What follows belongs to an exercise in optimizing a design on an open flow for small area, a short achievable clock period and few clock cycles; a production flow would make more cautious choices. RTL that was checked went through simulation tests only; none was proved equivalent to the original. Power and IR drop assume default switching activity.

Design cpu, start of the top module:
module cpu(clk, reset, s, load, in, out, N, V, Z, w);
    input clk, reset, s, load;
    input [15:0] in;
    output [15:0] out;
    output N, V, Z, w;
    reg w, rep;
    reg [15:0] ir;
    wire w_nx, rep_nx, start;
    FSM_controller ctl(.reset(reset), .s(s), .load(load), .rep(rep),
                       .w_nx(w_nx), .rep_nx(rep_nx), .start(start));
    always @(posedge clk) begin
        w <= w_nx;
        rep <= rep_nx;
        if (load) ir <= in;
    end
    wire [15:0] ins;
    wire [2:0] rn, rm;
    wire [1:0] sh;
    insmux #(16) mi(.rep(rep), .in(in), .ir(ir), .q(ins));
    insmux #(3) mn(.rep(rep), .in(in[10:8]), .ir(ir[10:8]), .q(rn));
    insmux #(3) mm(.rep(rep), .in(in[2:0]), .ir(ir[2:0]), .q(rm));
    insmux #(2) ms(.rep(rep), .in(in[4:3]), .ir(ir[4:3]), .q(sh));
    wire wr1, wc1, cmp1, ci1, arith, andop, movi, inv;
    wire [2:0] rd1;
    instruction_decoder dec(.ins(ins), .start(start), .wr(wr1), .wc(wc1), .cmp(cmp1),
                            .ci(ci1), .arith(arith), .andop(andop), .movi(movi), .inv(inv),
                            .rd(rd1));
    reg [15:0] r0, r1, r2, r3, r4, r5, r6, r7;
    wire [15:0] n0, n1, n2, n3, n4, n5, n6, n7;
    reg wr2;
    reg [2:0] rd2;
    wire [15:0] res;
    regfile rf(.we(wr2), .wa(rd2), .wd(res),
               .r0(r0), .r1(r1), .r2(r2), .r3(r3), .r4(r4), .r5(r5), .r6(r6), .r7(r7),
               .n0(n0), .n1(n1), .n2(n2), .n3(n3), .n4(n4), .n5(n5), .n6(n6), .n7(n7));
    always @(posedge clk) begin
        r0 <= n0; r1 <= n1; r2 <= n2; r3 <= n3;
        r4 <= n4; r5 <= n5; r6 <= n6; r7 <= n7;
    end
    wire [15:0] a, braw, b;
    readport pa(.sel(rn), .d0(n0), .d1(n1), .d2(n2), .d3(n3), .d4(n4), .d5(n5), .d6(n6), .d7(n7), .q(a));
  ...
Size in the first run: ~40 I/O pins, about 0.011 mm^2 of cells after synthesis.
Settings: LEC_CHECK=0, CAP_MARGIN=20, CORE_MARGIN=2, CORE_UTILIZATION=40, CTS_CLUSTER_DIAMETER=120, CTS_CLUSTER_SIZE=25, SETUP_SLACK_MARGIN=2.0, SLEW_MARGIN=20, SYNTH_HIERARCHICAL=1, SYNTH_MINIMUM_KEEP_SIZE=0; clock period 5.5 ns.
standard.sh (not shown) runs the stock make flow with config.mk's settings and CLKGATE_MAP_FILE= SYNTH_SCRIPT=/design/flow/synth_recipe.tcl, a recipe that flattens the netlist after the stock synthesis.
==> flow/flow/run.sh <==
#!/bin/bash
# Standard synthesis, then the standard layout with port buffers of a
# stronger cell and sizing not held to each cell's footprint.
set -euo pipefail
bash standard.sh synth > synth.log 2>&1
bash standard.sh MATCH_CELL_FOOTPRINT=0 RECOVER_POWER=100 'BUFFER_PORTS_ARGS=-buffer_cell sky130_fd_sc_hd__buf_4' finish > layout.log 2>&1
The first run completed and failed the layout checks on max-capacitance violations, max-slew violations.
Testbench counts at the start, summed over its fixed seeds: cycles 6,000.
Change:
==> flow/flow/run.sh (replaced) <==
#!/bin/bash
# Standard synthesis; every combinational cell set to its family's smallest
# size (flow/downsize.tcl); then the standard layout with port buffers of a
# stronger cell and sizing not held to each cell's footprint, whose timing
# repair sizes up what the timing needs.
set -euo pipefail
bash standard.sh synth > synth.log 2>&1
openroad -no_init -exit flow/downsize.tcl > downsize.log 2>&1
touch orfs/results/sky130hd/cpu/base/1_synth.sdc
bash standard.sh MATCH_CELL_FOOTPRINT=0 'BUFFER_PORTS_ARGS=-buffer_cell sky130_fd_sc_hd__buf_4' finish > layout.log 2>&1
==> flow/flow/downsize.tcl (new file) <==
# Sets every combinational cell of the synthesized netlist to the smallest
# cell of its family (same function and pins); flip-flops and clock cells
# are left as they are. The layout's timing repair then sizes up what the
# timing needs.
set odb orfs/results/sky130hd/cpu/base/1_synth.odb
read_db $odb
set db [ord::get_db]
set block [ord::get_db_block]
set n 0
set saved 0
foreach inst [$block getInsts] {
  set m [$inst getMaster]
  set name [$m getName]
  if {![regexp {^(sky130_fd_sc_hd__[a-z0-9]+)_([0-9]+)$} $name -> fam sz]} { continue }
  if {[regexp {__(df|dl|sdf|edf|clk|probe|lpflow|conb|tap|fill|decap)} $fam]} { continue }
  set best $m
  set ba [expr {[$m getWidth] * [$m getHeight]}]
  foreach s {0 1 2 3 4 6 8 12 16} {
    set c [$db findMaster ${fam}_$s]
    if {$c eq "NULL" || $c eq ""} { continue }
    set a [expr {[$c getWidth] * [$c getHeight]}]
    if {$a < $ba} { set best $c; set ba $a }
  }
  if {$best ne $m} {
    set saved [expr {$saved + [$m getWidth] * [$m getHeight] - $ba}]
    $inst swapMaster $best
    incr n
  }
}
puts "downsized $n cells, [expr {$saved / 1e6}] um2"
write_db $odb
SETUP_SLACK_MARGIN = 2.4   (was 2.0)
The new run went through all stages and came out clean. Sequential power is about the same. First-iteration DRC count grows by 24%. Final area grows by 6.7%. Core utilization grows by 7.3 points. Maximum frequency grows by 29%. Routed wire length grows by 5.7%. Worst setup slack gets better by 950 ps. Worst hold slack gets better by 7.8 ps.
Change:
CORE_UTILIZATION = 50   (was 40)
SETUP_SLACK_MARGIN = 2.2   (was 2.4)
The new run went through all stages and came out clean.
Via count is lower slightly.
Clock power is lower slightly.
Global-route usage is higher by 5.0 points.
Worst setup slack gets worse by 21 ps.
Sequential power stays flat.
Final cell count is lower by a few percent.
Flip-flop and latch count does not change.
Non-clock buffer count is lower by 20.
Change:
--- a/flow/flow/run.sh
+++ b/flow/flow/run.sh
@@ -9,2 +9,2 @@
 touch orfs/results/sky130hd/cpu/base/1_synth.sdc
-bash standard.sh MATCH_CELL_FOOTPRINT=0 'BUFFER_PORTS_ARGS=-buffer_cell sky130_fd_sc_hd__buf_4' finish > layout.log 2>&1
+bash standard.sh MATCH_CELL_FOOTPRINT=0 SKIP_LAST_GASP=1 'BUFFER_PORTS_ARGS=-buffer_cell sky130_fd_sc_hd__buf_4' finish > layout.log 2>&1
CORE_UTILIZATION = 40   (was 50)
=>
- The changed run completed without violations
- register-to-register slack improves by 30 ps
- worst setup slack is better by 34 ps
- clock skew fell by 8.2 ps
- worst hold slack loses 5.1 ps
- design area barely changes
- total power stays flat

green:
The RTL this note starts from:
==> flow/design.v <==
module FSM_controller(reset, s, load, rep, w_nx, rep_nx, start);
    input reset, s, load, rep;
    output w_nx, rep_nx, start;
    assign w_nx = ~reset & ~(s & ~load);
    assign rep_nx = ~reset & s & ~load;
    assign start = ~reset & ((s & load) | rep);
endmodule
module ALU(g, t, ci, gsel, wc, cmp, creg, freg, res, out, f);
    input [15:0] g, t, creg;
    input ci, gsel, wc, cmp;
    input [2:0] freg;
    output [15:0] res, out;
    output [2:0] f;
    wire [15:0] c;
    carries cy(.g(g), .t(t), .ci(ci), .c(c));
    wire [15:0] x = t & ~g;
    wire [15:0] r0 = gsel ? g : x;
    wire [15:0] r1 = gsel ? g : ~x;
    csel16 sres(.c(c), .d0(r0), .d1(r1), .y(res));
    wire [15:0] o0 = wc ? r0 : creg;
    wire [15:0] o1 = wc ? r1 : creg;
    csel16 sout(.c(c), .d0(o0), .d1(o1), .y(out));
    wire z = cmp ? &x : freg[2];
    wire n0 = cmp ? x[15] : freg[1];
    wire n1 = cmp ? ~x[15] : freg[1];
    wire v0 = cmp ? (x[15] ^ res[7]) : freg[0];
    wire v1 = cmp ? ~(x[15] ^ res[7]) : freg[0];
    assign f = {z, c[15] ? n1 : n0, c[15] ? v1 : v0};
endmodule
module csel16(c, d0, d1, y);
    input [15:0] c, d0, d1;
    output [15:0] y;
    assign y = (c & d1) | (~c & d0);
endmodule
module pfx_n(gh, th, gl, tl, ng, nt);
    input gh, th, gl, tl;
    output ng, nt;
    assign ng = ~(gh | (th & gl));
    assign nt = ~(th & tl);
endmodule
module pfx_p(ngh, nth, ngl, ntl, g, t);
    input ngh, nth, ngl, ntl;
    output g, t;
    assign g = ~(ngh & (nth | ngl));
    assign t = ~(nth | ntl);
endmodule
module carries(g, t, ci, c);
    input [15:0] g, t;
    input ci;
    output [15:0] c;
    wire [16:0] g0 = {g, ci};
    wire [16:0] t0 = {t, 1'b0};
    wire [16:0] g1, t1, g2, t2, g3, t3, g4, t4;    
    genvar i;
    generate
        for (i = 0; i < 17; i = i + 1) begin : l1
            if (i >= 1) begin : nd
                pfx_n u(.gh(g0[i]), .th(t0[i]), .gl(g0[i-1]), .tl(t0[i-1]), .ng(g1[i]), .nt(t1[i]));
            end else begin : pass
                assign g1[i] = ~g0[i];
                assign t1[i] = ~t0[i];
            end
        end
        for (i = 0; i < 17; i = i + 1) begin : l2
            if (i >= 2) begin : nd
                pfx_p u(.ngh(g1[i]), .nth(t1[i]), .ngl(g1[i-2]), .ntl(t1[i-2]), .g(g2[i]), .t(t2[i]));
            end else begin : pass
                assign g2[i] = ~g1[i];
                assign t2[i] = ~t1[i];
            end
        end
        for (i = 0; i < 17; i = i + 1) begin : l3
            if (i >= 4) begin : nd
                pfx_n u(.gh(g2[i]), .th(t2[i]), .gl(g2[i-4]), .tl(t2[i-4]), .ng(g3[i]), .nt(t3[i]));
            end else begin : pass
                assign g3[i] = ~g2[i];
                assign t3[i] = ~t2[i];
            end
        end
        for (i = 0; i < 17; i = i + 1) begin : l4
            if (i >= 8) begin : nd
                pfx_p u(.ngh(g3[i]), .nth(t3[i]), .ngl(g3[i-8]), .ntl(t3[i-8]), .g(g4[i]), .t(t4[i]));
            end else begin : pass
                assign g4[i] = ~g3[i];
                assign t4[i] = ~t3[i];
            end
        end
    endgenerate
    assign c = g4[15:0];
endmodule
module shifter (in, shift, sout);
    input [15:0] in;
    input [1:0] shift;
    output [15:0] sout;
    reg [15:0] sout;
    always @(*) begin
        case (shift)
            2'b00: sout = in;                   
            2'b01: sout = {in[14:0], 1'b0};     
            2'b10: sout = {1'b0, in[15:1]};     
            default: sout = {in[15], in[15:1]};  
        endcase
    end
endmodule
module regfile(we, wa, wd, r0, r1, r2, r3, r4, r5, r6, r7, n0, n1, n2, n3, n4, n5, n6, n7);
    input we;
    input [2:0] wa;
    input [15:0] wd;
    input [15:0] r0, r1, r2, r3, r4, r5, r6, r7;
    output [15:0] n0, n1, n2, n3, n4, n5, n6, n7;
    assign n0 = (we && wa == 3'd0) ? wd : r0;
    assign n1 = (we && wa == 3'd1) ? wd : r1;
    assign n2 = (we && wa == 3'd2) ? wd : r2;
    assign n3 = (we && wa == 3'd3) ? wd : r3;
    assign n4 = (we && wa == 3'd4) ? wd : r4;
    assign n5 = (we && wa == 3'd5) ? wd : r5;
    assign n6 = (we && wa == 3'd6) ? wd : r6;
    assign n7 = (we && wa == 3'd7) ? wd : r7;
endmodule
module readport(sel, d0, d1, d2, d3, d4, d5, d6, d7, q);
    input [2:0] sel;
    input [15:0] d0, d1, d2, d3, d4, d5, d6, d7;
    output [15:0] q;
    reg [15:0] q;
    always @(*) begin
        case (sel)
            3'd0: q = d0;
            3'd1: q = d1;
            3'd2: q = d2;
            3'd3: q = d3;
            3'd4: q = d4;
            3'd5: q = d5;
            3'd6: q = d6;
            default: q = d7;
        endcase
    end
endmodule
module instruction_decoder(ins, start, wr, wc, cmp, gsel, ci, aen, movi, inv, rd, rn, rm, sh);
    input [15:0] ins;
    input start;
    output wr, wc, cmp, gsel, ci, aen, movi, inv;
    output [2:0] rd, rn, rm;
    output [1:0] sh;
    wire [2:0] opcode = ins[15:13];
    wire [1:0] op = ins[12:11];
    wire alu  = (opcode == 3'b101);
    wire mov  = (opcode == 3'b110);
    wire movr = mov && (op == 2'b00);
    wire iscmp = alu && (op == 2'b01);
    assign movi = mov && (op == 2'b10);
    assign wr  = start & (movi | movr | (alu & ~iscmp));
    assign wc  = start & (movr | (alu & ~iscmp));
    assign cmp = start & iscmp;
    assign gsel = movi | (alu && (op == 2'b10));    
    assign ci  = iscmp;
    assign aen = alu && (op != 2'b11);    
    assign inv = alu && op[0];            
    assign rn = ins[10:8];
    assign rd = movi ? ins[10:8] : ins[7:5];
    assign rm = ins[2:0];
    assign sh = ins[4:3];
endmodule
module datapath(a, b, imm, aen, movi, inv, g, t);
    input [15:0] a, b;
    input [7:0] imm;
    input aen, movi, inv;
    output [15:0] g, t;
    wire [15:0] am = a & {16{aen}};
    wire [15:0] bx = b ^ {16{inv}};
    wire [15:0] sx = {{8{imm[7]}}, imm} & {16{movi}};
    assign g = (am & bx) | sx;
    assign t = (am | bx) & {16{~movi}};
endmodule
module cpu(clk, reset, s, load, in, out, N, V, Z, w);
    input clk, reset, s, load;
    input [15:0] in;
    output [15:0] out;
    output N, V, Z, w;
    reg w, rep;
    reg [15:0] ir;
    wire w_nx, rep_nx, start;
    FSM_controller ctl(.reset(reset), .s(s), .load(load), .rep(rep),
                       .w_nx(w_nx), .rep_nx(rep_nx), .start(start));
    always @(posedge clk) begin
        w <= w_nx;
        rep <= rep_nx;
        if (load) ir <= in;
    end
    wire [15:0] ins = rep ? ir : in;
    wire wr1, wc1, cmp1, gsel1, ci1, aen, movi, inv;
    wire [2:0] rd1, rn, rm;
    wire [1:0] sh;
    instruction_decoder dec(.ins(ins), .start(start), .wr(wr1), .wc(wc1), .cmp(cmp1),
                            .gsel(gsel1), .ci(ci1), .aen(aen), .movi(movi), .inv(inv),
                            .rd(rd1), .rn(rn), .rm(rm), .sh(sh));
    reg [15:0] r0, r1, r2, r3, r4, r5, r6, r7;
    wire [15:0] n0, n1, n2, n3, n4, n5, n6, n7;
    reg wr2;
    reg [2:0] rd2;
    wire [15:0] res;
    regfile rf(.we(wr2), .wa(rd2), .wd(res),
               .r0(r0), .r1(r1), .r2(r2), .r3(r3), .r4(r4), .r5(r5), .r6(r6), .r7(r7),
               .n0(n0), .n1(n1), .n2(n2), .n3(n3), .n4(n4), .n5(n5), .n6(n6), .n7(n7));
    always @(posedge clk) begin
        r0 <= n0; r1 <= n1; r2 <= n2; r3 <= n3;
        r4 <= n4; r5 <= n5; r6 <= n6; r7 <= n7;
    end
    wire [15:0] a, braw, b;
    readport pa(.sel(rn), .d0(n0), .d1(n1), .d2(n2), .d3(n3), .d4(n4), .d5(n5), .d6(n6), .d7(n7), .q(a));
    readport pb(.sel(rm), .d0(n0), .d1(n1), .d2(n2), .d3(n3), .d4(n4), .d5(n5), .d6(n6), .d7(n7), .q(braw));
    shifter shf(.in(braw), .shift(sh), .sout(b));
    wire [15:0] g1, t1;
    datapath dp(.a(a), .b(b), .imm(ins[7:0]), .aen(aen), .movi(movi), .inv(inv),
                .g(g1), .t(t1));
    reg [15:0] g2, t2, creg;
    reg ci2, wc2, cmp2, gsel2;
    reg [2:0] freg;
    wire [15:0] out_nx;
    wire [2:0] f_nx;
    always @(posedge clk) begin
        g2 <= g1;
        t2 <= t1;
        ci2 <= ci1;
        wr2 <= wr1;
        wc2 <= wc1;
        cmp2 <= cmp1;
        gsel2 <= gsel1;
        rd2 <= rd1;
        creg <= out_nx;
        freg <= f_nx;
    end
    ALU alu(.g(g2), .t(t2), .ci(ci2), .gsel(gsel2), .wc(wc2), .cmp(cmp2), .creg(creg), .freg(freg),
            .res(res), .out(out_nx), .f(f_nx));
    assign out = out_nx;
    assign {Z, N, V} = f_nx;
endmodule
clock: 5.5 ns
lec_check: 0
cap_margin: 20
core_margin: 2
core_utilization: 40
setup_slack_margin: 1.5
slew_margin: 20
synth_hierarchical: 1
synth_minimum_keep_size: 0
==> flow/flow/run.sh <==
#!/bin/bash
# Standard synthesis, then the standard layout with port buffers of a
# stronger cell and sizing not held to each cell's footprint.
set -euo pipefail
bash standard.sh synth > synth.log 2>&1
bash standard.sh MATCH_CELL_FOOTPRINT=0 'BUFFER_PORTS_ARGS=-buffer_cell sky130_fd_sc_hd__buf_4' finish > layout.log 2>&1
green completed every stage of the flow, and the final layout passed the timing, design-rule and antenna checks.
What orange does differently from green at the input level:
Settings: an added CTS_CLUSTER_SIZE of 40; a change of CORE_UTILIZATION from 40 to 60; an added CTS_CLUSTER_DIAMETER of 100.
Results
orange vs. green: final instance area now sits lower; routing usage on met1 higher.
Against green, via count in orange came out better.
Core util | orange vs green | orange higher
Note that the power per cell area recorded for green amounts to 1.12 times the value seen in orange.
Worst vdd rail ir drop up about 4.6% in orange wrt green
Diff green -> orange: combinational fraction of design power has increased; routed length on met3 has increased.
Function was not checked in any run of this note: the RTL went through the layout flow alone.

re-timing with driven ports:
The results above use ideal ports. As a check the final layouts listed here were re-extracted and re-timed, cells and wires unchanged.
Step 1 (the two cells are an assumption about what drives the block):
set clk [get_ports {clk}]
set_driving_cell -lib_cell sky130_fd_sc_hd__clkbuf_16 $clk
set_driving_cell -lib_cell sky130_fd_sc_hd__buf_2 [delete_from_list [all_inputs] $clk]
Step 2 adds t to the input delays and takes it off the output delays; t is the mean of the earliest and latest rising clock arrival at the registers after step 1. Input paths then give back, and output paths get back, about the clock's delay inside the block.
a / b / c = ideal / step 1 / step 2; a / b = the first two.
run | shift t [ns] | setup slack, ns | worst setup path at the end | worst data-port slew with drivers (ns)
the first run of note 1 | 0.516 | 1.308 / 1.261 / 1.456 | register to register | 0.04
the second run of note 1 | 0.530 | 2.259 / 2.213 / 2.086 | input to register | 0.04
the third run of note 1 | 0.516 | 2.237 / 2.192 / 1.906 | input to register | 0.04
the fourth run of note 1 | 0.524 | 2.271 / 2.223 / 2.069 | input to register | 0.04
green | 0.567 | 1.684 / 1.636 / 1.394 | input to register | 0.03
orange | 0.510 | 1.655 / 1.608 / 1.694 | input to register | 0.03
The setup slack of the third run of note 1, which loses most, moves by -0.045 ns with the drivers and by -0.331 ns with both steps.
